This design comes from an exercise in tuning for small area, a short achievable clock period and few clock cycles on the open sky130 flow, not from production work.
In this exercise RTL edits were held to simulation tests only and were not proved equivalent to the original.
No driver is modelled on the clock port, so clocking that relies on it looks cheaper here than on a real chip.
No activity file was given, so power comes from the tool's default toggle rates.

**design.v**
```verilog
module xlr8_fdiv
  (input  logic        clk,
   input  logic        rst_n,
   input  logic        start_div,   
   input  logic        start_nop,   
   input  logic [31:0] numer,
   input  logic [31:0] denom,
   output logic        fin,
   output logic [31:0] result);
   logic [4:0]  cnt;         
   logic        busy;
   logic        rnd;         
   logic        norm;        
   logic [22:0] dvs;         
   logic [24:0] dvd;         
   logic [25:0] t;
   logic        q;
   logic [24:0] d_nxt;
   always_comb begin
      t = {1'b0, dvd} - {2'b01, dvs};
      q = !t[25];
      d_nxt = q ? {t[23:0], 1'b0} : {dvd[23:0], 1'b0};
   end
   logic [7:0]  exp_n, exp_d, exp_q;
   logic        n_nan, d_nan, n_inf, d_inf, n_0, d_0;
   logic [22:0] m_rnd;
   logic [8:0]  s9;
   logic [31:0] q_out;
   always_comb begin
      exp_n = numer[30:23];
      exp_d = denom[30:23];
      n_nan = (exp_n == 8'hff) && (numer[22:0] != 0);
      d_nan = (exp_d == 8'hff) && (denom[22:0] != 0);
      n_inf = (exp_n == 8'hff) && (numer[22:0] == 0);
      d_inf = (exp_d == 8'hff) && (denom[22:0] == 0);
      n_0 = (exp_n == 0);
      d_0 = (exp_d == 0);
      s9 = {exp_n, 1'b1} + {~exp_d, norm};
      exp_q = (s9[8:1] - 8'd1) ^ 8'h80;
      for (int i = 0; i < 23; i++)
        m_rnd[i] = result[i+1] ^ (result[0] && (i == 0 || &(result[23:1] | ~((23'd1 << i) - 23'd1))));
      if (n_nan || d_nan || (n_0 && d_0) || (n_inf && d_inf))
        q_out = 32'h7fffffff;
      else if (n_inf || d_0)
        q_out = {numer[31] ^ denom[31], 8'hff, 23'h0};
      else if (n_0 || d_inf)
        q_out = {numer[31] ^ denom[31], 31'h0};
      else
        q_out = {numer[31] ^ denom[31], exp_q, m_rnd};
   end
   assign busy = (cnt != 5'd0);
   assign fin = busy && (cnt == 5'd1);
   always_ff @(posedge clk or negedge rst_n)
     if (!rst_n) begin
        cnt <= 5'd0;
        rnd <= 1'b0;
     end
     else begin
        rnd <= fin;
        if (start_div)
          cnt <= q ? 5'd24 : 5'd25;
        else if (busy)
          cnt <= cnt - 5'd1;
     end
   always_ff @(posedge clk)
     if (start_div)
       norm <= q;
   always_ff @(posedge clk)
     dvs <= denom[22:0];
   always_ff @(posedge clk)
     if (start_div || busy)
       dvd <= d_nxt;
     else
       dvd <= {2'b01, numer[22:0]};
   always_ff @(posedge clk or negedge rst_n)
     if (!rst_n)
       result <= 32'h0;
     else if (start_nop)
       result <= 32'h0;
     else if (start_div || busy)
       result <= {result[30:0], q};
     else if (rnd)
       result <= q_out;
endmodule  
`timescale 1 ns / 1 ns
module xlr8_xf
  (input  logic        clk,
   input  logic        rstn,
   input  logic [5:0]  adr,
   input  logic [7:0]  dbus_in,
   output logic [7:0]  dbus_out,
   input  logic        iore,
   input  logic        iowe,
   output logic        out_en,
   output logic        start_div,   
   output logic        start_nop,   
   input  logic        fin,         
   input  logic [31:0] result);
   logic [6:0] ctrl_reg;
   logic       flag;       
   logic       unsup;      
   logic       ctrl_we;
   logic       status_re;
   logic       start;
   logic [7:0] rbyte;
   logic [7:0] creg;
   assign ctrl_we   = iowe && (adr == 6'h10);
   assign status_re = iore && (adr == 6'h11);
   assign start     = ctrl_we && dbus_in[6];
   assign start_div = start && (dbus_in[2:0] == 3'd3);
   assign start_nop = start && (dbus_in[2:0] != 3'd3);
   assign out_en = iore && ((adr[5:2] == 4'b0011) || (adr[5:1] == 5'b01000));
   always_comb begin
      case (adr[1:0])
        2'd0:    rbyte = result[7:0];
        2'd1:    rbyte = result[15:8];
        2'd2:    rbyte = result[23:16];
        default: rbyte = result[31:24];
      endcase
      creg = adr[0] ? {flag, unsup, 6'h00} : {1'b0, ctrl_reg};
      dbus_out = adr[4] ? creg : rbyte;
   end
   always_ff @(posedge clk or negedge rstn)
     if (!rstn)
       ctrl_reg <= 7'h00;
     else if (ctrl_we)
       ctrl_reg <= dbus_in[6:0];
   always_ff @(posedge clk or negedge rstn)
     if (!rstn) begin
        flag  <= 1'b0;
        unsup <= 1'b0;
     end
     else if (start_nop) begin
        flag  <= 1'b1;
        unsup <= 1'b1;
     end
     else if (fin) begin
        flag  <= 1'b1;
        unsup <= 1'b0;
     end
     else if (start) begin
        flag  <= 1'b0;
        unsup <= 1'b0;
     end
     else if (status_re)
       flag <= 1'b0;
endmodule
`timescale 1 ns / 1 ns
module xlr8_float_div
  (input  logic        clk,
   input  logic        rstn,
   input  logic [5:0]  adr,
   input  logic [7:0]  dbus_in,
   output logic [7:0]  dbus_out,
   input  logic        iore,
   input  logic        iowe,
   output logic        out_en,
   input  logic [31:0] opa,    
   input  logic [31:0] opb     
   );
   logic        start_div;
   logic        start_nop;
   logic        fin;
   logic [31:0] result;
   xlr8_xf xf_inst
     (.clk       (clk),
      .rstn      (rstn),
      .adr       (adr),
      .dbus_in   (dbus_in),
      .dbus_out  (dbus_out),
      .iore      (iore),
      .iowe      (iowe),
      .out_en    (out_en),
      .start_div (start_div),
      .start_nop (start_nop),
      .fin       (fin),
      .result    (result));
   xlr8_fdiv fdiv_inst
     (.clk       (clk),
      .rst_n     (rstn),
      .start_div (start_div),
      .start_nop (start_nop),
      .numer     (opa),
      .denom     (opb),
      .fin       (fin),
      .result    (result));
endmodule
```
**flow/run.sh**
```bash
#!/bin/bash
set -euo pipefail
bash standard.sh synth > synth.log 2>&1
bash standard.sh MATCH_CELL_FOOTPRINT=0 \
  "BUFFER_PORTS_ARGS=-buffer_cell sky130_fd_sc_hd__buf_1" \
  "CTS_ARGS=-sink_clustering_enable -repair_clock_nets -sink_clustering_size 30 -buf_list {sky130_fd_sc_hd__clkbuf_4 sky130_fd_sc_hd__clkbuf_8} -dont_use_dummy_load" \
  finish > layout.log 2>&1
test -s out/final.def
```
**standard.sh**
```bash
#!/bin/bash
# synth_recipe.tcl (not shown) runs the flow's synth.tcl, then flattens the netlist and writes it again
# the make line also repeats each setting of config.mk as NAME=value (left out here)
make -C /OpenROAD-flow-scripts/flow DESIGN_CONFIG=/design/flow/config.mk WORK_HOME=/design/flow/orfs CLKGATE_MAP_FILE= SYNTH_SCRIPT=/design/flow/synth_recipe.tcl "${@:-finish}"
```
**config.mk**
```make
export PLATFORM = sky130hd
export DESIGN_NAME = xlr8_float_div
export DESIGN_NICKNAME = xlr8_float_div
export VERILOG_FILES = /design/flow/design.v
export SDC_FILE = /design/flow/constraint.sdc
export NUM_CORES = 4
export LEC_CHECK = 0
export CAP_MARGIN = 20
export CORE_MARGIN = 2
export CORE_UTILIZATION = 40
export CTS_BUF_LIST = sky130_fd_sc_hd__clkbuf_4 sky130_fd_sc_hd__clkbuf_8
export CTS_CLUSTER_SIZE = 30
export SETUP_SLACK_MARGIN = 2.0
export SLEW_MARGIN = 20
```
**constraint.sdc**
```tcl
create_clock -name core_clock -period 5.0 [get_ports {clk}]
set_input_delay 1.0000 -clock core_clock [delete_from_list [all_inputs] [get_ports {clk}]]
set_output_delay 1.0000 -clock core_clock [all_outputs]
set_load 0.01 [all_outputs]
```
==> results.txt, run 1 <==
----------------------------------------------------
[Power]
  Largest vdd supply drop ... 194 uV
  Power per Cell Area ... 568 nW/um^2
  Standby leakage power ... 3.05 nW

[Finish]
  Number of flip-flops under the largest register name ... 32
  Inserted Diodes ... 0
  Total number of nets in the final design ... 969
  Biggest registers after layout ... fdiv_inst.result (32), fdiv_inst.dvd (25), fdiv_inst.dvs (23)
  Fin area ... 7360 sq um
  Register containing the most flip-flops in the final layout ... fdiv_inst.result
  Number of fill cells ... 1620
  Share of post-route cells with drive strength above 1 ... 11.8%
  Count of placed standard cells in the final layout, fillers left out ... 1064
  Area growth from synthesis to final layout ... 14.9%

[Routing]
  Detailed-route wire length per cell ... 15.9 um
  DRT Wirelength ... 16900 um
  Total number of vias ... 5802
  Detailed router's first-iteration violation count ... 346
  DRC errors left ... 0
  Number of optimization iterations in the first detailed-route pass ... 5
  Via count normalized by instance count ... 5.45
  Antenna viol nets, final ... 0

[Setup path]
  Startpoint class of the critical path ... input pin
  Worst Path Class, Setup ... in -> out
  Worst Reg-to-Reg Cells ... 11
  Start point of the critical path ... adr[0]
  Data required time of the critical path ... 4.00 ns
  Instance count on the critical path ... 6
  Maximum net fanout on the critical path ... 6
  Crit-path leading delay family ... multiplexers
  CP max stage delay ... 0.52 ns
  Worst flop-to-flop path endpoint ... fdiv_inst.result[0]
  End point of the critical path ... dbus_out[6]
  Number of buffers and inverters on the critical path ... 3
  Worst path cell trace ... buf_12, buf_8, mux4_2, nor2_1, a21oi_1, buf_2
  Cell type of the slowest stage on the worst timing path ... sky130_fd_sc_hd__mux4_2
  Worst-case register-to-register setup slack ... 2.09 ns
  Arrival @ worst endpoint ... 2.07 ns
  Kind of end point of the critical path ... primary output
  Launch instance of the worst register-to-register path ... fdiv_inst.dvd[13]

[Timing]
  Slew at the pin with the worst max-slew slack ... 1.06 ns
  Post-layout worst setup margin ... 1.93 ns
  Unrepaired setup endpoints after global routing ... true
  Max-slew headroom ... 29.4%
  Pins Over Slew Limit ... 0
  Clock skew ... 0.0313 ns
  Setup-failing EPs final ... 0
  Final critical-path required period ... 3.07 ns
  Share of the clock period used by the worst path after layout ... 61.5%
  Final Hold Fails ... 0
  Setup Total Neg Slack ... 0 ns
  Achievable clock frequency ... 325 MHz

[Logic synthesis]
  Cell types occupying the most area after synthesis ... sky130_fd_sc_hd__dfrtp_1 (18%), sky130_fd_sc_hd__dfxtp_1 (15%), sky130_fd_sc_hd__ha_1 (6.8%)
  Syn Area/Cell ... 8.32 sq um
  Top-count cell post-synth ... sky130_fd_sc_hd__nand2_1
  Basic-gate share of the synthesized area counting and, or, nand and nor cells ... 18.0%
  Synth Flop Type ... sky130_fd_sc_hd__dfxtp_1
  Post-synthesis cell type with the largest combined area ... sky130_fd_sc_hd__dfrtp_1
  XOR/XNOR Fraction of Synth Area ... 7.25%
  Fraction of the mapped netlist area in adder cells ... 7.47%
  Number of instances in the synthesized netlist ... 769
  Net count of the mapped netlist ... 888
  Post-synth EDFFs ... 1
  Fraction of the yosys area taken by sequential cells ... 33.9%
  Fraction of post-synthesis cell area in the top cell type by area ... 18.4%
  Warning count from the yosys run ... 2
  Mapped Area ... 6400 sq um
  Unique cell type count in the Yosys netlist ... 72
  Async set-reset flop share out of synthesis ... 49.0%
  Combinational family with the most area after synthesis ... compound AO/OA/AOI/OAI gates
  Number of flip-flops and latches in the synthesized netlist ... 96
  Multiplexer fraction of the synthesized cell area ... 2.13%
  Compound-Gate Fraction of Synth Area ... 25.3%
  Top cells by count, synth ... sky130_fd_sc_hd__nand2_1 (86), sky130_fd_sc_hd__o21ai_0 (80), sky130_fd_sc_hd__nor2_1 (56)

[GRT]
  Met2 usage ... 30.9%
  Global Route met3 Usage ... 2.40%
  Met1 GRT Util ... 28.3%
  Largest net degree at the start of global routing ... 48
  Overflow left after global routing ... 0
  Global Route Usage Sum ... 19.7%
  Most utilized layer in the global route result ... met2
  Vias in the first global route ... 5237
  Wire length of the first global-routing pass ... 26400 um
  Initial antenna violation count ... 0

[Clock network]
  Number of sinks on the clock net ... 96
  Post-CTS clock slew at the launch and capture registers of the worst setup and hold paths ... 0.10 ns
  Clock root buffer ... sky130_fd_sc_hd__clkbuf_8
  Hold-fix buffer count after cts ... 0
  # H-tree levels ... 3
  Largest buffer count on any clock path ... 2
  Skew-Pair Late Insertion Delay ... 0.37 ns
  Clock tree from TritonCTS ... yes
  TritonCTS Buffers ... 9

[Placed design]
  Count of input and output buffers ... 89
  Cell total after placement ... 1043
  Place WS ... 0.951 ns
  Last weighted congestion value of the routability-driven placer ... 0.796
  Post-placement cell area ... 6880 sq um
  HPWL after DPL ... 11900 um

[Worst hold path]
  Path class of the lowest-slack min-delay path ... reg -> reg

[Die]
  Row Count ... 46
  Core box area ... 15800 sq um
  Die boundary width ... 131 um
  Full die area ... 17000 sq um
  Number of top-level pins ... 91
  Vertical die dimension ... 131 um
  Starting density of the core ... 40.6%

[Run status]
  Run status ... complete, no violations

[Job]
  Max-capacitance violation count ... 0

----------------------------------------------------
==> routing by layer <==
metal / up-vias / routed length (um)
li1: 2916 / -
met1: 2762 / 8450
met2: 109 / 7770
met3: 15 / 461
met4: 0 / 185
met5: - / 0
==> how the worst min path moves through the flow <==
stage                     slack [ns]            startpoint  cells after the start                    to
after detailed placement        0.48     fdiv_inst.dvd[22]                      2     fdiv_inst.dvd[23]
after floorplan                 0.45     fdiv_inst.dvd[22]                      2     fdiv_inst.dvd[23]
after global placement          0.49         xf_inst.unsup                      2         xf_inst.unsup
after CTS                       0.52         xf_inst.unsup                      2         xf_inst.unsup
final                           0.51         xf_inst.unsup                      2         xf_inst.unsup
after global routing            0.55  fdiv_inst.result[31]                      1  fdiv_inst.result[31]
==> final cells by class <==
cell class | count | area [sq um] | share of cell area [%]
clock buffers | 9 | 124 | 1.68
inverters | 51 | 191 | 2.60
repair buffers | 108 | 594 | 8.08
well taps | 216 | 270 | 3.67
multi-input cells | 584 | 4010 | 54.5
flip-flops and latches | 96 | 2170 | 29.5
==> worst reg2reg max path: cells and delay by family, from the launching register on <==
family | cells | cell delay (ns)
AOI/OAI and AO/OA | 7 | 1.52
DFF | 1 | 0.39
buffers and inverters | 2 | 0.35
muxes | 1 | 0.27
adders and majority gates | 1 | 0.24
==> cells in the final DEF (no fill, tap or decap), types with 4 or more instances in the layout <==
| cell type | Yosys | layout |
|---|---|---|
| sky130_fd_sc_hd__and3_1 | 8 | 7 |
| sky130_fd_sc_hd__or4_1 | 5 | 5 |
| sky130_fd_sc_hd__inv_1 | 51 | 50 |
| sky130_fd_sc_hd__o31ai_1 | 8 | 8 |
| sky130_fd_sc_hd__a22o_1 | 6 | 6 |
| sky130_fd_sc_hd__ha_1 | 35 | 30 |
| sky130_fd_sc_hd__xor2_1 | 28 | 28 |
| sky130_fd_sc_hd__nand3_1 | 19 | 19 |
| sky130_fd_sc_hd__o21a_1 | 11 | 11 |
| sky130_fd_sc_hd__buf_1 | 1 | 79 |
| sky130_fd_sc_hd__dfrtp_1 | 47 | 47 |
| sky130_fd_sc_hd__mux2i_1 | 8 | 8 |
| sky130_fd_sc_hd__clkbuf_8 | 0 | 9 |
| sky130_fd_sc_hd__o21ai_1 | 1 | 10 |
| sky130_fd_sc_hd__a21oi_1 | 48 | 47 |
| sky130_fd_sc_hd__o2111ai_1 | 17 | 17 |
| sky130_fd_sc_hd__nand4_1 | 10 | 10 |
| sky130_fd_sc_hd__a211oi_1 | 4 | 4 |
| sky130_fd_sc_hd__nand2b_1 | 4 | 4 |
| sky130_fd_sc_hd__o221ai_1 | 4 | 4 |
| sky130_fd_sc_hd__buf_2 | 5 | 4 |
| sky130_fd_sc_hd__buf_4 | 1 | 11 |
| sky130_fd_sc_hd__dfxtp_1 | 48 | 47 |
| sky130_fd_sc_hd__buf_6 | 5 | 4 |
| sky130_fd_sc_hd__nor2_1 | 56 | 56 |
| sky130_fd_sc_hd__nor3_1 | 14 | 14 |
| sky130_fd_sc_hd__a21oi_2 | 16 | 17 |
| sky130_fd_sc_hd__o21ai_0 | 80 | 68 |
| sky130_fd_sc_hd__nor4_1 | 11 | 10 |
| sky130_fd_sc_hd__xnor2_1 | 25 | 25 |
| sky130_fd_sc_hd__nor2b_1 | 7 | 6 |
| sky130_fd_sc_hd__o221a_2 | 6 | 6 |
| sky130_fd_sc_hd__a21o_1 | 10 | 10 |
| sky130_fd_sc_hd__nand2_1 | 86 | 84 |
==> stage by stage <==
step / hold slack [ns] / power [mW] / utilization [%]
floorplan: 0.446 / 3.14 / -
global placement: 0.489 / 3.53 / 43.6
detailed placement: 0.485 / 3.56 / 43.6
CTS: 0.523 / 4.09 / 45.7
global route: 0.549 / 4.53 / 46.6
finish: 0.513 / 4.18 / 46.6
==> report_power, final <==
group / internal [mW] / switching (mW) / total, mW
clock: 0.162 / 0.257 / 0.419
combinational: 1.13 / 1.23 / 2.35
sequential: 1.08 / 0.320 / 1.40
==> what timing repair did <==
item | CTS | global route
endpoints found under the hold margin | 0 | 0
buffers inserted | 4 | 4
pin swaps | 5 | 6
cloned | 4 | 0
setup endpoints to repair | 67 | 45
gates resized for setup | 46 | 38
==> cell families after synthesis <==
family / count (synthesis)
compound gates: 242
simple gates: 240
flops: 96
buf+inv: 90
xor+xnor: 53
fa+ha+maj: 37
mux: 11
Testbench counts, summed over its fixed seeds: cycles 73,192.
==> run 2, diff against run 1 <==
--- a/config.mk
+++ b/config.mk
@@ -12,3 +12,3 @@
 export CTS_CLUSTER_SIZE = 30
-export SETUP_SLACK_MARGIN = 2.0
+export SETUP_SLACK_MARGIN = 2.2
 export SLEW_MARGIN = 20
==> results.txt, run 2 <==
----------------------------------------------------
[Run status]
  Run status ... complete, no violations

[Clock network]
  Largest buffer count on any clock path ... 2 (unchanged)
  Skew-Pair Late Insertion Delay ... 0.38 ns (about the same)
  Clock tree from TritonCTS ... yes
  Post-CTS clock slew at the launch and capture registers of the worst setup and hold paths ... 0.09 ns (about the same)
  TritonCTS Buffers ... 9 (unchanged)
  # H-tree levels ... 3 (unchanged)
  Number of sinks on the clock net ... 96 (unchanged)
  Clock root buffer ... sky130_fd_sc_hd__clkbuf_8

[Timing]
  Tightest hold margin ... 0.518 ns (+0.00558 ns)
  Achievable clock frequency ... 328 MHz (+0.83%)
  Final critical-path required period ... 3.05 ns (-0.0253 ns)
  Clock skew ... 0.0217 ns (-0.00954 ns)
  Slew at the pin with the worst max-slew slack ... 0.862 ns (-0.195 ns)
  Share of the clock period used by the worst path after layout ... 61.0% (-0.51 points)
  Unrepaired setup endpoints after global routing ... true
  Final Hold Fails ... 0 (unchanged)
  Pins Over Slew Limit ... 0 (unchanged)
  Max-slew headroom ... 42.5% (+13 points)
  Setup Total Neg Slack ... 0 ns (unchanged)
  Setup-failing EPs final ... 0 (unchanged)

[Finish]
  Sequential cell area ... 2180 sq um (+0.40%)
  Fin area ... 7890 sq um (+7.3%)
  Total number of nets in the final design ... 990 (+2.2%)
  Number of fill cells ... 1534 (-5.3%)
  Area of the multi-input gates ... 4300 sq um (+7.3%)
  Inserted Diodes ... 0 (unchanged)
  Core occupancy in the finished layout ... 50.0% (+3.4 points)
  Number of flip-flops under the largest register name ... 32 (unchanged)
  Area growth from synthesis to final layout ... 23.3%
  Commonest non-fill, non-tap cell in the layout ... sky130_fd_sc_hd__nand2_1
  Biggest registers after layout ... fdiv_inst.result (32), fdiv_inst.dvd (25), fdiv_inst.dvs (23)
  Share of post-route cells with drive strength above 1 ... 20.1% (+8.3 points)
  Leading cell types in the layout, fill and taps excluded ... sky130_fd_sc_hd__nand2_1 (82), sky130_fd_sc_hd__buf_1 (73), sky130_fd_sc_hd__nor2_1 (52), sky130_fd_sc_hd__inv_1 (47), sky130_fd_sc_hd__dfrtp_1 (47)
  Register containing the most flip-flops in the final layout ... fdiv_inst.result

[Routing]
  DRC errors left ... 0 (unchanged)
  Antenna viol nets, final ... 0 (unchanged)
  Via count normalized by instance count ... 5.48 (+0.41%)
  DRT Wirelength ... 18000 um (+6.6%)
  Number of optimization iterations in the first detailed-route pass ... 5 (unchanged)
  Detailed-route wire length per cell ... 16.6 um (+4.5%)
  Detailed router's first-iteration violation count ... 445 (+29%)
  Total number of vias ... 5941 (+2.4%)

[Logic synthesis]
  Warning count from the yosys run ... 2 (unchanged)
  Syn Area/Cell ... 8.32 sq um (unchanged)
  Fraction of post-synthesis cell area in the top cell type by area ... 18.4% (unchanged)
  Post-synth EDFFs ... 1 (unchanged)
  Number of instances in the synthesized netlist ... 769 (unchanged)
  Number of flip-flops and latches in the synthesized netlist ... 96 (unchanged)
  Top-count cell post-synth ... sky130_fd_sc_hd__nand2_1
  Async set-reset flop share out of synthesis ... 49.0% (unchanged)
  Mapped Area ... 6400 sq um (unchanged)
  Unique cell type count in the Yosys netlist ... 72 (unchanged)
  Post-synthesis cell type with the largest combined area ... sky130_fd_sc_hd__dfrtp_1
  Cell types occupying the most area after synthesis ... sky130_fd_sc_hd__dfrtp_1 (18%), sky130_fd_sc_hd__dfxtp_1 (15%), sky130_fd_sc_hd__ha_1 (6.8%)
  Synth Flop Type ... sky130_fd_sc_hd__dfxtp_1
  Top cells by count, synth ... sky130_fd_sc_hd__nand2_1 (86), sky130_fd_sc_hd__o21ai_0 (80), sky130_fd_sc_hd__nor2_1 (56)
  Net count of the mapped netlist ... 888 (unchanged)
  Fraction of the yosys area taken by sequential cells ... 33.9% (unchanged)

[Die]
  Row Count ... 46 (unchanged)
  Starting density of the core ... 40.6% (unchanged)
  Full die area ... 17000 sq um (unchanged)
  Number of top-level pins ... 91 (unchanged)
  Vertical die dimension ... 131 um (unchanged)
  Core box area ... 15800 sq um (unchanged)
  Die boundary width ... 131 um (unchanged)

[Setup path]
  Arrival @ worst endpoint ... 2.05 ns (-0.02 ns)
  Launch instance of the worst register-to-register path ... fdiv_inst.dvs[14]
  Worst Path Class, Setup ... in -> out
  Worst Reg-to-Reg Cells ... 12 (+1)
  Crit-path leading delay family ... simple AND/OR/NAND/NOR gates
  Kind of end point of the critical path ... primary output
  Cell type of the slowest stage on the worst timing path ... sky130_fd_sc_hd__or4b_4
  Startpoint class of the critical path ... input pin
  Data required time of the critical path ... 4.00 ns (about the same)
  CP max stage delay ... 0.53 ns (about the same)
  Worst-case register-to-register setup slack ... 2.32 ns (+0.23 ns)
  Crit-path most repeated cell ... sky130_fd_sc_hd__buf_6
  Worst flop-to-flop path endpoint ... fdiv_inst.result[0]
  Worst path cell trace ... buf_6, or4b_4, o21ai_2, and3b_2, buf_6
  Number of buffers and inverters on the critical path ... 2 (-1)
  Maximum net fanout on the critical path ... 16 (+10)

[GRT]
  Most utilized layer in the global route result ... met2
  Met1 GRT Util ... 27.8% (-0.47 points)
  Global Route Usage Sum ... 20.4% (+0.70 points)
  Overflow left after global routing ... 0 (unchanged)
  Wire length of the first global-routing pass ... 27000 um (+2.4%)
  Met2 usage ... 32.6% (+1.7 points)
  Initial antenna violation count ... 0 (unchanged)
  Global Route met3 Usage ... 3.50% (+1.1 points)
  Largest net degree at the start of global routing ... 48 (unchanged)
  Vias in the first global route ... 5406 (+3.2%)

[Power]
  Total power of the final layout ... 4.46 mW (+6.9%)
  Largest vdd supply drop ... 263 uV (+36%)
  Standby leakage power ... 3.24 nW (+6.0%)
  Power per Cell Area ... 566 nW/um^2 (-0.36%)

[Placed design]
  Post-placement cell area ... 6950 sq um (+1.0%)
  HPWL after DPL ... 11600 um (-2.2%)
  Last weighted congestion value of the routability-driven placer ... 0.817 (+2.7%)
  Count of input and output buffers ... 89 (unchanged)

[Worst hold path]
  Worst hold endpoint ... xf_inst.unsup
  Hold path cells ... 2 (unchanged)
  Path class of the lowest-slack min-delay path ... reg -> reg
  Critical hold path startpoint ... xf_inst.unsup

[Job]
  Max-capacitance violation count ... 0 (unchanged)

----------------------------------------------------
-- run 2: area by class of cell --
class                           count  share of cell area [%]
Sequential cell                    96                    27.6
Inverter                           51                    2.43
Tap cell                          216                    3.43
Multi-Input combinational cell    587                    54.5
Clock buffer                        9                    1.57
Timing Repair Buffer              126                    10.5
-- run 2: worst max path at each step --
stage / from / end / slack [ns] / cells after the start
floorplan: adr[4] / fdiv_inst.result[0] / 2.11 / 9
global placement: adr[1] / fdiv_inst.result[0] / 1.05 / 8
detailed placement: adr[1] / fdiv_inst.result[0] / 1.03 / 8
CTS: adr[0] / dbus_out[6] / 1.96 / 6
global route: adr[1] / out_en / 1.94 / 5
finish: adr[1] / out_en / 1.95 / 5
-- run 2: power breakdown --
part | leakage [nW] | internal [mW] | switching (mW)
sequential | 0.965 | 1.09 | 0.348
combinational | 2.20 | 1.28 | 1.32
clock | 0.0647 | 0.162 | 0.263
total | 3.24 | 2.53 | 1.93
-- run 2: per-stage QoR --
stage               setup WS, ns  cells
floorplan                   2.11    769
detailed placement          1.03   1043
finish                      1.95   1085
CTS                         1.96   1068
global placement            1.05   1043
global route                1.94   1085
-- run 2: layer usage --
metal / wire length, um / vias to the layer above
li1: - / 2959
met1: 8500 / 2807
met2: 8220 / 147
met3: 847 / 28
met4: 398 / 0
met5: 0 / -
-- run 2: cells by family (layout without fill, tap and decap cells) --
kind of cell | after synthesis | after routing | share of synthesized area [%]
adder cells (fa/ha/maj) | 37 | 37 | 7.47
buffers and inverters | 90 | 186 | 6.06
flip-flops | 96 | 96 | 33.9
AND/OR/NAND/NOR | 240 | 244 | 18.0
multiplexers | 11 | 11 | 2.13
XOR/XNOR | 53 | 53 | 7.25
AO/OA/AOI/OAI | 242 | 242 | 25.3
-- run 2: timing repair --
item / in CTS / in global routing
hold buffers: 0 / 0
endpoints found under the setup margin: 68 / 64
gates cloned: 6 / 4
pin swaps: 16 / 31
buffers inserted: 10 / 13
gates resized for setup: 86 / 67
-- run 2: worst register-to-register path: cells and delay by family (launching register included) --
kind / cells / cell delay (ns)
simple gates: 2 / 0.36
flops: 1 / 0.32
fa+ha+maj: 1 / 0.26
mux: 1 / 0.26
compound gates: 5 / 0.96
buf+inv: 3 / 0.41
==> run 3, diff against run 2 <==
--- a/config.mk
+++ b/config.mk
@@ -12,3 +12,5 @@
 export CTS_CLUSTER_SIZE = 30
-export SETUP_SLACK_MARGIN = 2.2
+export SETUP_SLACK_MARGIN = 2.3
 export SLEW_MARGIN = 20
+export SYNTH_HIERARCHICAL = 1
+export SYNTH_MINIMUM_KEEP_SIZE = 0
==> results.txt, run 3 <==
----------------------------------------------------
[Timing]
  Setup Total Neg Slack ... 0 ns (unchanged)
  Pins Over Slew Limit ... 0 (unchanged)
  Clock skew ... 0.0258 ns (+0.00407 ns)
  Tightest hold margin ... 0.516 ns (-0.00240 ns)
  Achievable clock frequency ... 335 MHz (+2.1%)
  Max-slew headroom ... 57.0% (+14 points)
  Slew at the pin with the worst max-slew slack ... 0.645 ns (-0.217 ns)
  Post-layout worst setup margin ... 2.01 ns (+0.0621 ns)
  Setup-failing EPs final ... 0 (unchanged)
  Final critical-path required period ... 2.99 ns (-0.0621 ns)
  Final Hold Fails ... 0 (unchanged)
  Unrepaired setup endpoints after global routing ... true
  Share of the clock period used by the worst path after layout ... 59.7% (-1.2 points)

[Logic synthesis]
  Number of instances in the synthesized netlist ... 779 (+1.3%)
  Unique cell type count in the Yosys netlist ... 73 (+1.4%)
  Mapped Area ... 6600 sq um (+3.1%)
  Fraction of post-synthesis cell area in the top cell type by area ... 17.8% (-0.55 points)
  Post-synth EDFFs ... 1 (unchanged)
  Async set-reset flop share out of synthesis ... 49.0% (unchanged)
  Post-synthesis cell type with the largest combined area ... sky130_fd_sc_hd__dfrtp_1
  Net count of the mapped netlist ... 898 (+1.1%)
  Number of flip-flops and latches in the synthesized netlist ... 96 (unchanged)
  Warning count from the yosys run ... 8 (+6)
  Syn Area/Cell ... 8.47 sq um (+1.7%)
  Top-count cell post-synth ... sky130_fd_sc_hd__nor2_1
  Fraction of the yosys area taken by sequential cells ... 32.8% (-1.0 points)
  Cell types occupying the most area after synthesis ... sky130_fd_sc_hd__dfrtp_1 (18%), sky130_fd_sc_hd__dfxtp_1 (15%), sky130_fd_sc_hd__ha_1 (6.6%)
  Synth Flop Type ... sky130_fd_sc_hd__dfxtp_1
  Top cells by count, synth ... sky130_fd_sc_hd__nor2_1 (82), sky130_fd_sc_hd__a21oi_1 (71), sky130_fd_sc_hd__nand2_1 (63)

[Power]
  Largest vdd supply drop ... 207 uV (-21%)
  Total power of the final layout ... 4.22 mW (-5.4%)
  Power per Cell Area ... 524 nW/um^2 (-7.4%)
  Standby leakage power ... 3.34 nW (+3.2%)

[Clock network]
  Clock root buffer ... sky130_fd_sc_hd__clkbuf_8
  Hold-fix buffer count after cts ... 0 (unchanged)
  TritonCTS Buffers ... 9 (unchanged)
  Post-CTS clock slew at the launch and capture registers of the worst setup and hold paths ... 0.10 ns (about the same)
  Number of sinks on the clock net ... 96 (unchanged)
  Skew-Pair Late Insertion Delay ... 0.38 ns (about the same)
  Largest buffer count on any clock path ... 2 (unchanged)
  # H-tree levels ... 3 (unchanged)
  Clock tree from TritonCTS ... yes

[Placed design]
  Place WS ... 0.969 ns (-0.0612 ns)
  HPWL after DPL ... 12300 um (+6.0%)
  Cell total after placement ... 1057 (+1.3%)
  Count of input and output buffers ... 89 (unchanged)
  Last weighted congestion value of the routability-driven placer ... 0.848 (+3.9%)
  Post-placement cell area ... 7280 sq um (+4.7%)

[Die]
  Full die area ... 17500 sq um (+3.0%)
  Vertical die dimension ... 132 um (+1.5%)
  Starting density of the core ... 41.2% (+0.64 points)
  Row Count ... 46 (unchanged)
  Number of top-level pins ... 91 (unchanged)
  Die boundary width ... 132 um (+1.5%)
  Core box area ... 16000 sq um (+1.5%)

[Finish]
  Number of fill cells ... 1631 (+6.3%)
  Share of post-route cells with drive strength above 1 ... 20.0% (-0.093 points)
  Sequential cell area ... 2170 sq um (-0.46%)
  Biggest registers after layout ... fdiv_inst.result (32), fdiv_inst.dvd (25), fdiv_inst.dvs (23)
  Area of the multi-input gates ... 4530 sq um (+5.4%)
  Commonest non-fill, non-tap cell in the layout ... sky130_fd_sc_hd__nor2_1
  Core occupancy in the finished layout ... 50.4% (+0.33 points)
  Number of flip-flops under the largest register name ... 32 (unchanged)
  Inserted Diodes ... 0 (unchanged)
  Count of placed standard cells in the final layout, fillers left out ... 1094 (+0.83%)
  Fin area ... 8060 sq um (+2.1%)
  Area growth from synthesis to final layout ... 22.1%
  Leading cell types in the layout, fill and taps excluded ... sky130_fd_sc_hd__nor2_1 (77), sky130_fd_sc_hd__buf_1 (72), sky130_fd_sc_hd__a21oi_1 (58), sky130_fd_sc_hd__nand2_1 (54), sky130_fd_sc_hd__dfxtp_1 (48)
  Register containing the most flip-flops in the final layout ... fdiv_inst.result
  Total number of nets in the final design ... 999 (+0.91%)

[GRT]
  Wire length of the first global-routing pass ... 28400 um (+5.2%)
  Overflow left after global routing ... 0 (unchanged)
  Initial antenna violation count ... 0 (unchanged)
  Global Route Usage Sum ... 20.0% (-0.38 points)
  Vias in the first global route ... 5586 (+3.3%)
  Largest net degree at the start of global routing ... 48 (unchanged)

[Run status]
  Run status ... complete, no violations

[Setup path]
  Worst Reg-to-Reg Cells ... 11 (-1)
  Maximum net fanout on the critical path ... 2 (-14)
  Start point of the critical path ... adr[1]
  Launch instance of the worst register-to-register path ... fdiv_inst.dvs[20]
  Startpoint class of the critical path ... input pin
  End point of the critical path ... out_en
  Worst-case register-to-register setup slack ... 2.40 ns (+0.08 ns)
  Worst Path Class, Setup ... in -> out
  Arrival @ worst endpoint ... 1.99 ns (-0.06 ns)
  Kind of end point of the critical path ... primary output
  Worst flop-to-flop path endpoint ... fdiv_inst.dvd[2]
  Data required time of the critical path ... 4.00 ns (about the same)

[Routing]
  DRT Wirelength ... 17600 um (-2.3%)
  DRC errors left ... 0 (unchanged)
  Total number of vias ... 6008 (+1.1%)
  Via count normalized by instance count ... 5.49 (+0.30%)
  Number of optimization iterations in the first detailed-route pass ... 5 (unchanged)
  Antenna viol nets, final ... 0 (unchanged)
  Detailed-route wire length per cell ... 16.1 um (-3.1%)
  Detailed router's first-iteration violation count ... 371 (-17%)

[Worst hold path]
  Hold path cells ... 1 (-1)
  Path class of the lowest-slack min-delay path ... reg -> reg

[Job]
  Max-capacitance violation count ... 0 (unchanged)

----------------------------------------------------
-- run 3: changes by cell type after synthesis, moves of 14 or more --
cell | previous run | this run
sky130_fd_sc_hd__o211ai_1 | 2 | 18
sky130_fd_sc_hd__o2111ai_1 | 17 | 0
sky130_fd_sc_hd__a21oi_2 | 16 | 2
sky130_fd_sc_hd__nand2_1 | 86 | 63
sky130_fd_sc_hd__mux2_2 | 1 | 16
sky130_fd_sc_hd__a21oi_1 | 48 | 71
sky130_fd_sc_hd__o21ai_0 | 80 | 40
sky130_fd_sc_hd__nor2_1 | 56 | 82
-- run 3: power breakdown --
part	internal, mW	total, mW	leakage (nW)	switching (mW)
sequential	1.06	1.37	0.999	0.309
combinational	1.17	2.42	2.27	1.25
clock	0.162	0.425	0.0647	0.262
-- run 3: cell type report --
type,count,area share [%]
timing repair buffer,123,9.75
multi-input combinational,604,56.2
sequential,96,26.9
clock buffer,9,1.54
inverter,46,2.22
tap,216,3.35
-- run 3: worst min-delay path by stage --
stage | from | end
2_1_floorplan | xf_inst.flag | xf_inst.flag
3_3_place_gp | xf_inst.ctrl_reg[6] | xf_inst.ctrl_reg[6]
3_5_place_dp | xf_inst.ctrl_reg[0] | xf_inst.ctrl_reg[0]
4_1_cts | xf_inst.ctrl_reg[6] | xf_inst.ctrl_reg[6]
5_1_grt | xf_inst.ctrl_reg[0] | xf_inst.ctrl_reg[0]
6_report | xf_inst.ctrl_reg[6] | xf_inst.ctrl_reg[6]
-- run 3: modules after synthesis (local to each module, per instance), excerpt --
module,area (sq um),cells
xlr8_fdiv,5870,707
xlr8_xf,731,72
-- run 3: cell families (layout without fill, tap and decap cells) --
logic type / Yosys count / count (layout) / synth area share (%)
AO/OA/AOI/OAI: 212 / 212 / 20.6
flip-flops: 96 / 96 / 32.8
multiplexers: 40 / 40 / 6.83
XOR/XNOR: 54 / 54 / 7.17
buffers and inverters: 81 / 178 / 5.54
adder cells (fa/ha/maj): 37 / 37 / 7.24
AND/OR/NAND/NOR: 259 / 261 / 19.8
-- run 3: repair_timing --
item / in CTS / in global routing
endpoints found under the setup margin: 68 / 59
gates resized for setup: 56 / 58
buffers inserted: 14 / 12
pin swaps: 16 / 22
gates cloned: 2 / 0
-- run 3: critical path, stage by stage --
cell and delay, ns:
sky130_fd_sc_hd__buf_12 0.10, sky130_fd_sc_hd__or4b_4 0.54, sky130_fd_sc_hd__o21ai_2 0.07, sky130_fd_sc_hd__and3b_2 0.19, sky130_fd_sc_hd__buf_6 0.10
-- run 3: metal layers --
metal	vias to the layer above	global-route usage (%)	part of all wire [%]
met5	-	0	0
met4	0	5.62	1.1
met3	13	2.30	2.9
met2	98	31.1	46
met1	2882	29.2	50
li1	3015	-	-
==> run 4, diff against run 3 <==
--- a/config.mk
+++ b/config.mk
@@ -12,3 +12,3 @@
 export CTS_CLUSTER_SIZE = 30
-export SETUP_SLACK_MARGIN = 2.3
+export SETUP_SLACK_MARGIN = 2.0
 export SLEW_MARGIN = 20
==> results.txt, run 4 <==
----------------------------------------------------
[Run status]
  Run status ... complete, no violations

[Placed design]
  Place WS ... 0.881 ns (-0.0883 ns)
  Post-placement cell area ... 7090 sq um (-2.6%)
  HPWL after DPL ... 12400 um (+0.86%)
  Count of input and output buffers ... 89 (unchanged)
  Last weighted congestion value of the routability-driven placer ... 0.858 (+1.2%)

[Power]
  Standby leakage power ... 3.17 nW (-5.1%)
  Power per Cell Area ... 527 nW/um^2 (+0.55%)
  Largest vdd supply drop ... 175 uV (-16%)

[Clock network]
  Largest buffer count on any clock path ... 2 (unchanged)
  # H-tree levels ... 3 (unchanged)
  Number of sinks on the clock net ... 96 (unchanged)
  Clock tree from TritonCTS ... yes
  TritonCTS Buffers ... 9 (unchanged)
  Hold-fix buffer count after cts ... 0 (unchanged)
  Post-CTS clock slew at the launch and capture registers of the worst setup and hold paths ... 0.09 ns (about the same)
  Clock root buffer ... sky130_fd_sc_hd__clkbuf_8
  Skew-Pair Late Insertion Delay ... 0.39 ns (about the same)

[Setup path]
  Launch instance of the worst register-to-register path ... fdiv_inst.norm
  Data required time of the critical path ... 4.00 ns (about the same)
  Worst flop-to-flop path endpoint ... fdiv_inst.result[30]
  Startpoint class of the critical path ... input pin
  Kind of end point of the critical path ... primary output
  Cell type of the slowest stage on the worst timing path ... sky130_fd_sc_hd__or4b_4
  Maximum net fanout on the critical path ... 5 (+3)
  Worst Reg-to-Reg Cells ... 10 (-1)
  Worst-case register-to-register setup slack ... 2.28 ns (-0.12 ns)
  Worst Path Class, Setup ... in -> out
  CP max stage delay ... 0.47 ns (-0.07 ns)
  Start point of the critical path ... adr[4]
  Arrival @ worst endpoint ... 1.98 ns (about the same)
  Worst path cell trace ... clkbuf_2, or4b_4, o21ai_1, and3b_1, buf_2

[Finish]
  Share of post-route cells with drive strength above 1 ... 12.9% (-7.1 points)
  Total number of nets in the final design ... 988 (-1.1%)
  Number of flip-flops under the largest register name ... 32 (unchanged)
  Leading cell types in the layout, fill and taps excluded ... sky130_fd_sc_hd__nor2_1 (79), sky130_fd_sc_hd__buf_1 (79), sky130_fd_sc_hd__a21oi_1 (66), sky130_fd_sc_hd__nand2_1 (62), sky130_fd_sc_hd__dfxtp_1 (48)
  Number of fill cells ... 1641 (+0.61%)
  Biggest registers after layout ... fdiv_inst.result (32), fdiv_inst.dvd (25), fdiv_inst.dvs (23)
  Register containing the most flip-flops in the final layout ... fdiv_inst.result
  Area growth from synthesis to final layout ... 14.6%
  Inserted Diodes ... 0 (unchanged)
  Fin area ... 7560 sq um (-6.2%)

[GRT]
  Overflow left after global routing ... 0 (unchanged)
  Initial antenna violation count ... 0 (unchanged)
  Vias in the first global route ... 5386 (-3.6%)
  Global Route Usage Sum ... 19.2% (-0.75 points)
  Largest net degree at the start of global routing ... 48 (unchanged)
  Wire length of the first global-routing pass ... 27400 um (-3.7%)

[Die]
  Row Count ... 46 (unchanged)
  Starting density of the core ... 41.2% (unchanged)
  Core box area ... 16000 sq um (unchanged)
  Full die area ... 17500 sq um (unchanged)
  Number of top-level pins ... 91 (unchanged)
  Die boundary width ... 132 um (unchanged)
  Vertical die dimension ... 132 um (unchanged)

[Timing]
  Max-slew headroom ... 57.6% (+0.65 points)
  Tightest hold margin ... 0.521 ns (+0.00481 ns)
  Setup Total Neg Slack ... 0 ns (unchanged)
  Clock skew ... 0.0336 ns (+0.00779 ns)
  Achievable clock frequency ... 335 MHz (+0.13%)
  Post-layout worst setup margin ... 2.02 ns (+0.00390 ns)
  Unrepaired setup endpoints after global routing ... true
  Final critical-path required period ... 2.98 ns (-0.00390 ns)
  Share of the clock period used by the worst path after layout ... 59.7% (-0.078 points)
  Slew at the pin with the worst max-slew slack ... 0.635 ns (-0.00981 ns)
  Pins Over Slew Limit ... 0 (unchanged)
  Final Hold Fails ... 0 (unchanged)
  Setup-failing EPs final ... 0 (unchanged)

[Logic synthesis]
  Fraction of the yosys area taken by sequential cells ... 32.8% (unchanged)
  Fraction of post-synthesis cell area in the top cell type by area ... 17.8% (unchanged)
  Net count of the mapped netlist ... 898 (unchanged)
  Async set-reset flop share out of synthesis ... 49.0% (unchanged)
  Number of flip-flops and latches in the synthesized netlist ... 96 (unchanged)
  Syn Area/Cell ... 8.47 sq um (unchanged)
  Warning count from the yosys run ... 8 (unchanged)
  Mapped Area ... 6600 sq um (unchanged)
  Post-synth EDFFs ... 1 (unchanged)
  Unique cell type count in the Yosys netlist ... 73 (unchanged)
  Number of instances in the synthesized netlist ... 779 (unchanged)
  Cell types occupying the most area after synthesis ... sky130_fd_sc_hd__dfrtp_1 (18%), sky130_fd_sc_hd__dfxtp_1 (15%), sky130_fd_sc_hd__ha_1 (6.6%)
  Top-count cell post-synth ... sky130_fd_sc_hd__nor2_1
  Post-synthesis cell type with the largest combined area ... sky130_fd_sc_hd__dfrtp_1
  Top cells by count, synth ... sky130_fd_sc_hd__nor2_1 (82), sky130_fd_sc_hd__a21oi_1 (71), sky130_fd_sc_hd__nand2_1 (63)
  Synth Flop Type ... sky130_fd_sc_hd__dfxtp_1

[Worst hold path]
  Path class of the lowest-slack min-delay path ... reg -> reg
  Hold path cells ... 1 (unchanged)
  Critical hold path startpoint ... xf_inst.ctrl_reg[5]
  Worst hold endpoint ... xf_inst.ctrl_reg[5]

[Routing]
  Via count normalized by instance count ... 5.44 (-0.92%)
  Antenna viol nets, final ... 0 (unchanged)
  Total number of vias ... 5893 (-1.9%)
  DRC errors left ... 0 (unchanged)
  Detailed router's first-iteration violation count ... 417 (+12%)
  Detailed-route wire length per cell ... 15.7 um (-2.2%)
  DRT Wirelength ... 17000 um (-3.2%)
  Number of optimization iterations in the first detailed-route pass ... 7 (+2)

[Job]
  Max-capacitance violation count ... 0 (unchanged)

----------------------------------------------------
run 4: cell counts after synthesis:
No cell type changed its count.
run 4: critical path, delay by kind of cell:
family / cells / cell delay [ns]
and+or+nand+nor: 2 / 0.63
buffers and inverters: 2 / 0.26
AOI/OAI and AO/OA: 1 / 0.08
run 4: repair_timing:
action,4_1_cts,5_1_grt
endpoints found under the setup margin,66,31
setup buffers,7,10
pin swaps,3,10
hold endpoints to repair,0,0
resized for setup,29,30
cloned,1,0
run 4: worst max path at each step:
stage          cells after the start  slack, ns              endpoint
2_1_floorplan                     10       1.96  fdiv_inst.result[30]
3_3_place_gp                       9       0.89     fdiv_inst.dvd[18]
3_5_place_dp                       7       0.88      fdiv_inst.dvd[1]
4_1_cts                            5       2.00                out_en
5_1_grt                           11       1.97  fdiv_inst.result[28]
6_report                           5       2.02                out_en
run 4: logic make-up (layout without fill, tap and decap cells):
kind of cell | after synthesis | in the layout | share of synthesized area [%]
AOI/OAI and AO/OA | 212 | 212 | 20.6
DFF | 96 | 96 | 32.8
buffers and inverters | 81 | 168 | 5.54
xor gates and xnor gates | 54 | 54 | 7.17
muxes | 40 | 40 | 6.83
adders and majority gates | 37 | 37 | 7.24
and+or+nand+nor | 259 | 260 | 19.8
run 4: area by class of cell:
cell class | count | area [sq um] | share of cell area (%)
inverters | 46 | 175 | 2.32
clock buffers | 9 | 124 | 1.64
flip-flops and latches | 96 | 2170 | 28.7
multi-input cells | 603 | 4230 | 55.9
repair buffers | 113 | 599 | 7.93
well taps | 216 | 270 | 3.57
run 4: where the power goes:
part	leakage, nW	internal [mW]	switching, mW
Combinational	2.10	1.04	1.15
Clock	0.0647	0.162	0.254
Sequential	0.999	1.06	0.305
run 4: layer usage:
layer | vias to the layer above | GRT usage (%) | wire length [um]
met5 | - | 0 | 0
met4 | 0 | 5.79 | 214
met3 | 14 | 2.38 | 549
met2 | 110 | 29.6 | 7620
met1 | 2781 | 28.2 | 8620
li1 | 2988 | - | -
run 4: modules after synthesis (local to each module, per instance), a selection:
module / cell area (sq um) / copies in the design / flops+latches
xlr8_fdiv: 5870 / 1 / 87
xlr8_xf: 731 / 1 / 9
run 4: metrics by stage:
| step | util [%] | power [mW] | instances |
|---|---|---|---|
| 4_1_cts | 45.9 | 3.96 | 1073 |
| 6_report | 47.3 | 3.98 | 1083 |
| 3_3_place_gp | 44.3 | 3.46 | 1056 |
| 2_1_floorplan | - | 3.06 | 779 |
| 3_5_place_dp | 44.3 | 3.48 | 1056 |
| 5_1_grt | 47.3 | 4.33 | 1083 |
==> run 5, diff against run 4 <==
--- a/design.v
+++ b/design.v
@@ -9,4 +9,3 @@
    output logic [31:0] result);
-   logic [4:0]  cnt;         
-   logic        busy;
+   logic        busy;        
    logic        rnd;         
@@ -50,7 +49,6 @@
    end
-   assign busy = (cnt != 5'd0);
-   assign fin = busy && (cnt == 5'd1);
+   assign fin = busy && (norm ? result[24] : result[25]);
    always_ff @(posedge clk or negedge rst_n)
      if (!rst_n) begin
-        cnt <= 5'd0;
+        busy <= 1'b0;
         rnd <= 1'b0;
@@ -59,6 +57,3 @@
         rnd <= fin;
-        if (start_div)
-          cnt <= q ? 5'd24 : 5'd25;
-        else if (busy)
-          cnt <= cnt - 5'd1;
+        busy <= (busy && !fin) || start_div;
      end
@@ -79,3 +74,5 @@
        result <= 32'h0;
-     else if (start_div || busy)
+     else if (start_div)
+       result <= {30'h0, 1'b1, q};
+     else if (busy)
        result <= {result[30:0], q};
==> results.txt, run 5 <==
----------------------------------------------------
[Setup path]
  Launch instance of the worst register-to-register path ... fdiv_inst.dvs[1]
  Arrival @ worst endpoint ... 1.98 ns (about the same)
  Cell type of the slowest stage on the worst timing path ... sky130_fd_sc_hd__or4b_4
  Startpoint class of the critical path ... input pin
  Crit-path leading delay family ... simple AND/OR/NAND/NOR gates
  Crit-path most repeated cell ... sky130_fd_sc_hd__buf_2
  Data required time of the critical path ... 4.00 ns (about the same)
  CP max stage delay ... 0.49 ns (+0.02 ns)
  Worst path cell trace ... buf_2, or4b_4, o21ai_2, and3b_1, buf_2
  Start point of the critical path ... adr[4]
  Worst Path Class, Setup ... in -> out
  Kind of end point of the critical path ... primary output
  Maximum net fanout on the critical path ... 5 (unchanged)
  Number of buffers and inverters on the critical path ... 2 (unchanged)

[Timing]
  Slew at the pin with the worst max-slew slack ... 1.04 ns (+0.400 ns)
  Clock skew ... 0.0287 ns (-0.00491 ns)
  Achievable clock frequency ... 335 MHz (about the same)
  Share of the clock period used by the worst path after layout ... 59.6% (about the same)
  Unrepaired setup endpoints after global routing ... true
  Max-slew headroom ... 30.7% (-27 points)
  Final Hold Fails ... 0 (unchanged)
  Tightest hold margin ... 0.492 ns (-0.0289 ns)
  Final critical-path required period ... 2.98 ns (-0.00150 ns)
  Pins Over Slew Limit ... 0 (unchanged)
  Setup-failing EPs final ... 0 (unchanged)
  Setup Total Neg Slack ... 0 ns (unchanged)

[Finish]
  Biggest registers after layout ... fdiv_inst.result (32), fdiv_inst.dvd (25), fdiv_inst.dvs (23)
  Share of post-route cells with drive strength above 1 ... 9.55% (-3.4 points)
  Total number of nets in the final design ... 935 (-5.4%)
  Register containing the most flip-flops in the final layout ... fdiv_inst.result
  Fin area ... 6990 sq um (-7.6%)
  Number of flip-flops under the largest register name ... 32 (unchanged)
  Inserted Diodes ... 0 (unchanged)
  Area growth from synthesis to final layout ... 13.2%
  Leading cell types in the layout, fill and taps excluded ... sky130_fd_sc_hd__buf_1 (82), sky130_fd_sc_hd__o21ai_0 (77), sky130_fd_sc_hd__nand2_1 (70), sky130_fd_sc_hd__nor2_1 (53), sky130_fd_sc_hd__dfxtp_1 (48)
  Commonest non-fill, non-tap cell in the layout ... sky130_fd_sc_hd__buf_1

[Power]
  Switching part of the total power ... 32.3% (-11 points)
  Internal ... 1.19 mW (-47%)
  Standby leakage power ... 2.89 nW (-8.7%)
  Largest vdd supply drop ... 132 uV (-24%)
  Part of the power in combinational logic ... 26.8% (-28 points)
  Fraction of power consumed by the clock network ... 23.1% (+13 points)
  Switching power ... 0.569 mW (-67%)
  Share of power burned in registers ... 50.1% (+16 points)
  Total power of the final layout ... 1.76 mW (-56%)
  Power per Cell Area ... 252 nW/um^2 (-52%)

[Clock network]
  Post-CTS clock slew at the launch and capture registers of the worst setup and hold paths ... 0.08 ns (about the same)
  Skew-Pair Late Insertion Delay ... 0.39 ns (about the same)
  TritonCTS Buffers ... 9 (unchanged)
  Clock root buffer ... sky130_fd_sc_hd__clkbuf_8
  Number of sinks on the clock net ... 92 (-4.2%)
  Largest buffer count on any clock path ... 2 (unchanged)
  Clock tree from TritonCTS ... yes
  Hold-fix buffer count after cts ... 0 (unchanged)
  # H-tree levels ... 3 (unchanged)

[Logic synthesis]
  Top cells by count, synth ... sky130_fd_sc_hd__o21ai_0 (78), sky130_fd_sc_hd__nand2_1 (71), sky130_fd_sc_hd__nor2_1 (53)
  Top-count cell post-synth ... sky130_fd_sc_hd__o21ai_0
  Number of instances in the synthesized netlist ... 733 (-5.9%)
  Post-synthesis cell type with the largest combined area ... sky130_fd_sc_hd__dfrtp_1
  Net count of the mapped netlist ... 849 (-5.5%)
  Synth Flop Type ... sky130_fd_sc_hd__dfxtp_1
  Cell types occupying the most area after synthesis ... sky130_fd_sc_hd__dfrtp_1 (17%), sky130_fd_sc_hd__dfxtp_1 (16%), sky130_fd_sc_hd__ha_1 (6.5%)
  Async set-reset flop share out of synthesis ... 46.7% (-2.2 points)
  Unique cell type count in the Yosys netlist ... 70 (-4.1%)
  Fraction of post-synthesis cell area in the top cell type by area ... 17.4% (-0.40 points)
  Syn Area/Cell ... 8.43 sq um (-0.52%)
  Mapped Area ... 6180 sq um (-6.4%)
  Fraction of the yosys area taken by sequential cells ... 33.5% (+0.62 points)
  Post-synth EDFFs ... 1 (unchanged)
  Number of flip-flops and latches in the synthesized netlist ... 92 (-4.2%)
  Warning count from the yosys run ... 8 (unchanged)

[Placed design]
  Last weighted congestion value of the routability-driven placer ... 0.816 (-4.9%)
  HPWL after DPL ... 11700 um (-5.3%)
  Count of input and output buffers ... 89 (unchanged)
  Post-placement cell area ... 6700 sq um (-5.5%)

[Die]
  Number of top-level pins ... 91 (unchanged)
  Core box area ... 15100 sq um (-5.3%)
  Full die area ... 16400 sq um (-6.2%)
  Starting density of the core ... 40.8% (-0.46 points)
  Row Count ... 45 (-2.2%)
  Vertical die dimension ... 128 um (-3.2%)
  Die boundary width ... 128 um (-3.2%)

[Routing]
  Detailed-route wire length per cell ... 15.8 um (+0.47%)
  DRT Wirelength ... 15900 um (-6.8%)
  Number of optimization iterations in the first detailed-route pass ... 5 (-2)
  DRC errors left ... 0 (unchanged)
  Via count normalized by instance count ... 5.47 (+0.61%)
  Total number of vias ... 5502 (-6.6%)
  Detailed router's first-iteration violation count ... 315 (-24%)
  Antenna viol nets, final ... 0 (unchanged)

[GRT]
  Wire length of the first global-routing pass ... 25700 um (-6.0%)
  Largest net degree at the start of global routing ... 44 (-8.3%)
  Global Route Usage Sum ... 19.6% (+0.38 points)
  Vias in the first global route ... 5348 (-0.71%)
  Overflow left after global routing ... 0 (unchanged)
  Initial antenna violation count ... 0 (unchanged)

[Run status]
  Run status ... complete, no violations

[Worst hold path]
  Critical hold path startpoint ... fdiv_inst.dvd[20]
  Path class of the lowest-slack min-delay path ... reg -> reg

[Job]
  Max-capacitance violation count ... 0 (unchanged)

----------------------------------------------------
run 5: changes by cell type in the layout (fill, tap and decap cells not counted), sizes merged, moves of 5 or more:
cell and delta:
nor2 -29, o21ai +42, nand3 -5, o211ai -13
o21a +25, a22oi -5, nand2 +8, xnor2 -9
buf -6, a21oi -24, nor3 -17
run 5: final cells by class:
| type | count | area (sq um) |
|---|---|---|
| multi-input cells | 563 | 3880 |
| fillers | 1473 | 8160 |
| inverters | 49 | 188 |
| flip-flops and latches | 92 | 2070 |
| well taps | 188 | 235 |
| repair buffers | 104 | 493 |
| clock buffers | 9 | 124 |
run 5: timing repair:
| item | 4_1_cts | 5_1_grt |
|---|---|---|
| gates resized for setup | 18 | 18 |
| setup endpoints to repair | 34 | 28 |
| hold endpoints to repair | 0 | 0 |
| setup buffers | 4 | 3 |
| pin swaps | 3 | 2 |
run 5: cell families (layout without fill, tap and decap cells):
logic type,after synthesis,count (layout),share of synthesized area [%]
and+or+nand+nor,216,216,17.8
buffers and inverters,78,162,5.06
adders and majority gates,34,34,7.13
muxes,37,37,6.71
AOI/OAI and AO/OA,230,230,23.3
xor gates and xnor gates,46,46,6.52
DFF,92,92,33.5
run 5: path summary, 6_finish.rpt:
check                      slack (ns)                    to  cells after the start
setup / recovery                 2.02                out_en                      5
hold / removal                   0.49     fdiv_inst.dvd[21]                      2
setup reg to reg                 2.26     fdiv_inst.dvd[14]                     11
hold reg to reg                  0.49     fdiv_inst.dvd[21]                      2
max in group asynchronous        3.89  fdiv_inst.result[25]                      2
min in group asynchronous        0.69   xf_inst.ctrl_reg[5]                      2
run 5: Yosys stat by module, one instance, submodules excluded, excerpt:
module | flip-flops and latches | cells | area, sq um | times used
xlr8_fdiv | 83 | 661 | 5450 | 1
xlr8_xf | 9 | 72 | 731 | 1
run 5: worst min-delay path: stages, from the launching register on:
cell                       delay [ns]
sky130_fd_sc_hd__dfxtp_1         0.32
sky130_fd_sc_hd__nand2_1         0.06
sky130_fd_sc_hd__o211ai_1        0.07
run 5: power by group through the flow:
| stage | registers (mW) | logic [mW] | clock network (mW) |
|---|---|---|---|
| after detailed placement | 0.897 | 0.451 | 0 |
| after floorplan | 0.862 | 0.342 | 0 |
| final | 0.882 | 0.472 | 0.407 |
| after global placement | 0.897 | 0.448 | 0 |
| after global routing | 0.890 | 0.537 | 0.449 |
| after CTS | 0.882 | 0.465 | 0.423 |
run 5: through the flow:
step                      utilization, %  cells  worst slack [ns]
final                               46.1   1005              2.02
after global routing                46.1   1005              1.95
after CTS                           45.6   1002              1.96
after detailed placement            44.2    989              1.38
after global placement              44.2    989              1.39
after floorplan                        -    733              2.00
run 5: layer usage:
layer / GRT usage [%] / up-vias / share of wire, %
met5: 0 / - / 0
met4: 5.82 / 0 / 1.4
met3: 3.26 / 15 / 3.7
met2: 33.0 / 99 / 46
met1: 25.8 / 2598 / 48
li1: - / 2790 / -
Testbench counts of run 5, summed over its fixed seeds: cycles 73,192.
==> run 6, diff against run 5 <==
--- a/config.mk
+++ b/config.mk
@@ -7,2 +7,3 @@
 export LEC_CHECK = 0
+export ABC_CLOCK_PERIOD_IN_PS = 2000
 export CAP_MARGIN = 20
==> results.txt, run 6 <==
----------------------------------------------------
[Placed design]
  HPWL after DPL ... 11700 um (unchanged)
  Last weighted congestion value of the routability-driven placer ... 0.816 (unchanged)
  Count of input and output buffers ... 89 (unchanged)
  Post-placement cell area ... 6700 sq um (unchanged)

[Power]
  Standby leakage power ... 2.89 nW (unchanged)
  Largest vdd supply drop ... 132 uV (unchanged)
  Total power of the final layout ... 1.76 mW (unchanged)
  Power per Cell Area ... 252 nW/um^2 (unchanged)

[Setup path]
  Number of buffers and inverters on the critical path ... 2 (unchanged)
  Worst Path Class, Setup ... in -> out
  Arrival @ worst endpoint ... 1.98 ns (about the same)
  Data required time of the critical path ... 4.00 ns (about the same)
  CP max stage delay ... 0.49 ns (about the same)
  Kind of end point of the critical path ... primary output
  Startpoint class of the critical path ... input pin
  Start point of the critical path ... adr[4]
  Maximum net fanout on the critical path ... 5 (unchanged)
  Cell type of the slowest stage on the worst timing path ... sky130_fd_sc_hd__or4b_4
  Worst path cell trace ... buf_2, or4b_4, o21ai_2, and3b_1, buf_2
  Launch instance of the worst register-to-register path ... fdiv_inst.dvs[1]
  Crit-path leading delay family ... simple AND/OR/NAND/NOR gates
  Crit-path most repeated cell ... sky130_fd_sc_hd__buf_2

[Logic synthesis]
  Fraction of post-synthesis cell area in the top cell type by area ... 17.4% (unchanged)
  Async set-reset flop share out of synthesis ... 46.7% (unchanged)
  Top-count cell post-synth ... sky130_fd_sc_hd__o21ai_0
  Synth Flop Type ... sky130_fd_sc_hd__dfxtp_1
  Post-synth EDFFs ... 1 (unchanged)
  Cell types occupying the most area after synthesis ... sky130_fd_sc_hd__dfrtp_1 (17%), sky130_fd_sc_hd__dfxtp_1 (16%), sky130_fd_sc_hd__ha_1 (6.5%)
  Syn Area/Cell ... 8.43 sq um (unchanged)
  Warning count from the yosys run ... 8 (unchanged)
  Number of instances in the synthesized netlist ... 733 (unchanged)
  Fraction of the yosys area taken by sequential cells ... 33.5% (unchanged)
  Number of flip-flops and latches in the synthesized netlist ... 92 (unchanged)
  Post-synthesis cell type with the largest combined area ... sky130_fd_sc_hd__dfrtp_1
  Mapped Area ... 6180 sq um (unchanged)
  Unique cell type count in the Yosys netlist ... 70 (unchanged)
  Net count of the mapped netlist ... 849 (unchanged)
  Top cells by count, synth ... sky130_fd_sc_hd__o21ai_0 (78), sky130_fd_sc_hd__nand2_1 (71), sky130_fd_sc_hd__nor2_1 (53)

[Clock network]
  Clock root buffer ... sky130_fd_sc_hd__clkbuf_8
  Largest buffer count on any clock path ... 2 (unchanged)
  Clock tree from TritonCTS ... yes
  TritonCTS Buffers ... 9 (unchanged)
  Skew-Pair Late Insertion Delay ... 0.39 ns (about the same)
  Number of sinks on the clock net ... 92 (unchanged)
  Post-CTS clock slew at the launch and capture registers of the worst setup and hold paths ... 0.08 ns (about the same)
  # H-tree levels ... 3 (unchanged)

[Finish]
  Fin area ... 6990 sq um (unchanged)
  Number of flip-flops under the largest register name ... 32 (unchanged)
  Register containing the most flip-flops in the final layout ... fdiv_inst.result
  Area growth from synthesis to final layout ... 13.2% (unchanged)
  Share of post-route cells with drive strength above 1 ... 9.55% (unchanged)
  Commonest non-fill, non-tap cell in the layout ... sky130_fd_sc_hd__buf_1
  Leading cell types in the layout, fill and taps excluded ... sky130_fd_sc_hd__buf_1 (82), sky130_fd_sc_hd__o21ai_0 (77), sky130_fd_sc_hd__nand2_1 (70), sky130_fd_sc_hd__nor2_1 (53), sky130_fd_sc_hd__dfxtp_1 (48)
  Total number of nets in the final design ... 935 (unchanged)
  Inserted Diodes ... 0 (unchanged)
  Biggest registers after layout ... fdiv_inst.result (32), fdiv_inst.dvd (25), fdiv_inst.dvs (23)

[Die]
  Core box area ... 15100 sq um (unchanged)
  Vertical die dimension ... 128 um (unchanged)
  Die boundary width ... 128 um (unchanged)
  Starting density of the core ... 40.8% (unchanged)
  Full die area ... 16400 sq um (unchanged)
  Row Count ... 45 (unchanged)
  Number of top-level pins ... 91 (unchanged)

[Timing]
  Final critical-path required period ... 2.98 ns (unchanged)
  Slew at the pin with the worst max-slew slack ... 1.04 ns (unchanged)
  Pins Over Slew Limit ... 0 (unchanged)
  Max-slew headroom ... 30.7% (unchanged)
  Final Hold Fails ... 0 (unchanged)
  Share of the clock period used by the worst path after layout ... 59.6% (unchanged)
  Clock skew ... 0.0287 ns (unchanged)
  Achievable clock frequency ... 335 MHz (unchanged)
  Unrepaired setup endpoints after global routing ... true
  Setup Total Neg Slack ... 0 ns (unchanged)
  Setup-failing EPs final ... 0 (unchanged)

[GRT]
  Overflow left after global routing ... 0 (unchanged)
  Vias in the first global route ... 5348 (unchanged)
  Global Route Usage Sum ... 19.6% (unchanged)
  Largest net degree at the start of global routing ... 44 (unchanged)
  Initial antenna violation count ... 0 (unchanged)
  Wire length of the first global-routing pass ... 25700 um (unchanged)

[Routing]
  Antenna viol nets, final ... 0 (unchanged)
  DRC errors left ... 0 (unchanged)
  Total number of vias ... 5502 (unchanged)
  Detailed-route wire length per cell ... 15.8 um (unchanged)
  Via count normalized by instance count ... 5.47 (unchanged)
  Detailed router's first-iteration violation count ... 315 (unchanged)
  DRT Wirelength ... 15900 um (unchanged)
  Number of optimization iterations in the first detailed-route pass ... 5 (unchanged)

[Worst hold path]
  Critical hold path startpoint ... fdiv_inst.dvd[20]
  Path class of the lowest-slack min-delay path ... reg -> reg

[Job]
  Max-capacitance violation count ... 0 (unchanged)

[Run status]
  Run status ... complete, no violations

----------------------------------------------------
==> run 6: cell counts after synthesis <==
Identical to the previous run, type by type.
==> run 6: through the flow <==
| step | std cells | utilization [%] | worst slack, ns | hold WS (ns) |
|---|---|---|---|---|
| after floorplan | 733 | - | 2.00 | 0.459 |
| after global placement | 989 | 44.2 | 1.39 | 0.470 |
| after detailed placement | 989 | 44.2 | 1.38 | 0.482 |
| after CTS | 1002 | 45.6 | 1.96 | 0.494 |
| after global routing | 1005 | 46.1 | 1.95 | 0.543 |
| final | 1005 | 46.1 | 2.02 | 0.492 |
==> run 6: modules after synthesis (local to each module, per instance), excerpt <==
module	cell area (sq um)	times used	flops+latches	cells inside
xlr8_fdiv	5450	1	83	661
xlr8_xf	731	1	9	72
==> run 6: layout make-up <==
cell class                 instances  area [sq um]
fill                            1473          8160
tap                              188           235
inverter                          49           188
clock buffer                       9           124
sequential                        92          2070
timing repair buffer             104           493
multi-input combinational        563          3880
==> run 6: path summary, 6_finish.rpt <==
kind                                   endpoint  slack [ns]  cells after the start
hold / removal                fdiv_inst.dvd[21]        0.49                      2
max in group asynchronous  fdiv_inst.result[25]        3.89                      2
setup / recovery                         out_en        2.02                      5
hold reg to reg               fdiv_inst.dvd[21]        0.49                      2
min in group asynchronous   xf_inst.ctrl_reg[5]        0.69                      2
setup reg to reg              fdiv_inst.dvd[14]        2.26                     11
==> run 6: cell families after synthesis <==
logic type | Yosys count | share of synthesized area [%]
flip-flops | 92 | 33.5
adder cells (fa/ha/maj) | 34 | 7.13
multiplexers | 37 | 6.71
buffers and inverters | 78 | 5.06
XOR/XNOR | 46 | 6.52
AND/OR/NAND/NOR | 216 | 17.8
AO/OA/AOI/OAI | 230 | 23.3
==> run 6: where the power goes <==
part	leakage (nW)	total [mW]	switching, mW	internal [mW]
Clock	0.0647	0.407	0.245	0.162
Combinational	1.83	0.472	0.251	0.221
Sequential	1.00	0.882	0.0723	0.809
==> run 6: what timing repair did <==
item                       in CTS  in global routing
pin swaps                       3                  2
gates resized for setup        18                 18
hold buffers                    0                  0
setup endpoints to repair      34                 28
setup buffers                   4                  3
==> run 6: tightest hold or removal path, delay by kind of cell, from the launching register on <==
kind | cells | cell delay, ns
and+or+nand+nor | 1 | 0.06
AOI/OAI and AO/OA | 1 | 0.07
DFF | 1 | 0.32
==> run 6: routing by layer <==
layer | wire length (um) | global-route usage, % | up-vias
li1 | - | - | 2790
met1 | 7680 | 25.8 | 2598
met2 | 7370 | 33.0 | 99
met3 | 586 | 3.26 | 15
met4 | 220 | 5.82 | 0
met5 | 0 | 0 | -

[what the ideal ports hide]
Ports are ideal in the flow. The routed layouts listed here were re-timed in OpenROAD. Step 1, drivers: a clkbuf_16 drives clk and a buf_2 each remaining input, both assumed. Step 2 also shifts input and output timing later by t, the mid clock arrival at the registers, as if the neighbouring blocks saw the same clock. a / b / c = no drivers / after step 1 / after step 2; a / b = the first two.
run | t (ns) | setup WS [ns] | clock arrival spread, ns | pins driven straight from the clock port
run 1 | 0.396 | 1.926 / 1.864 / 1.695 | 0.033 / 0.033 | 1
run 2 | 0.410 | 1.951 / 1.903 / 1.857 | 0.021 / 0.022 | 1
run 3 | 0.402 | 2.013 / 1.967 / 1.755 | 0.026 / 0.026 | 1
run 4 | 0.408 | 2.017 / 1.941 / 1.632 | 0.033 / 0.034 | 1
run 5 | 0.411 | 2.018 / 1.957 / 1.691 | 0.028 / 0.029 | 1
run 6 | 0.411 | 2.018 / 1.957 / 1.691 | 0.028 / 0.029 | 1
After both steps every run listed still meets setup and hold. The setup slack of run 4, which loses most, moves by -0.076 ns with the drivers and by -0.385 ns with both steps.
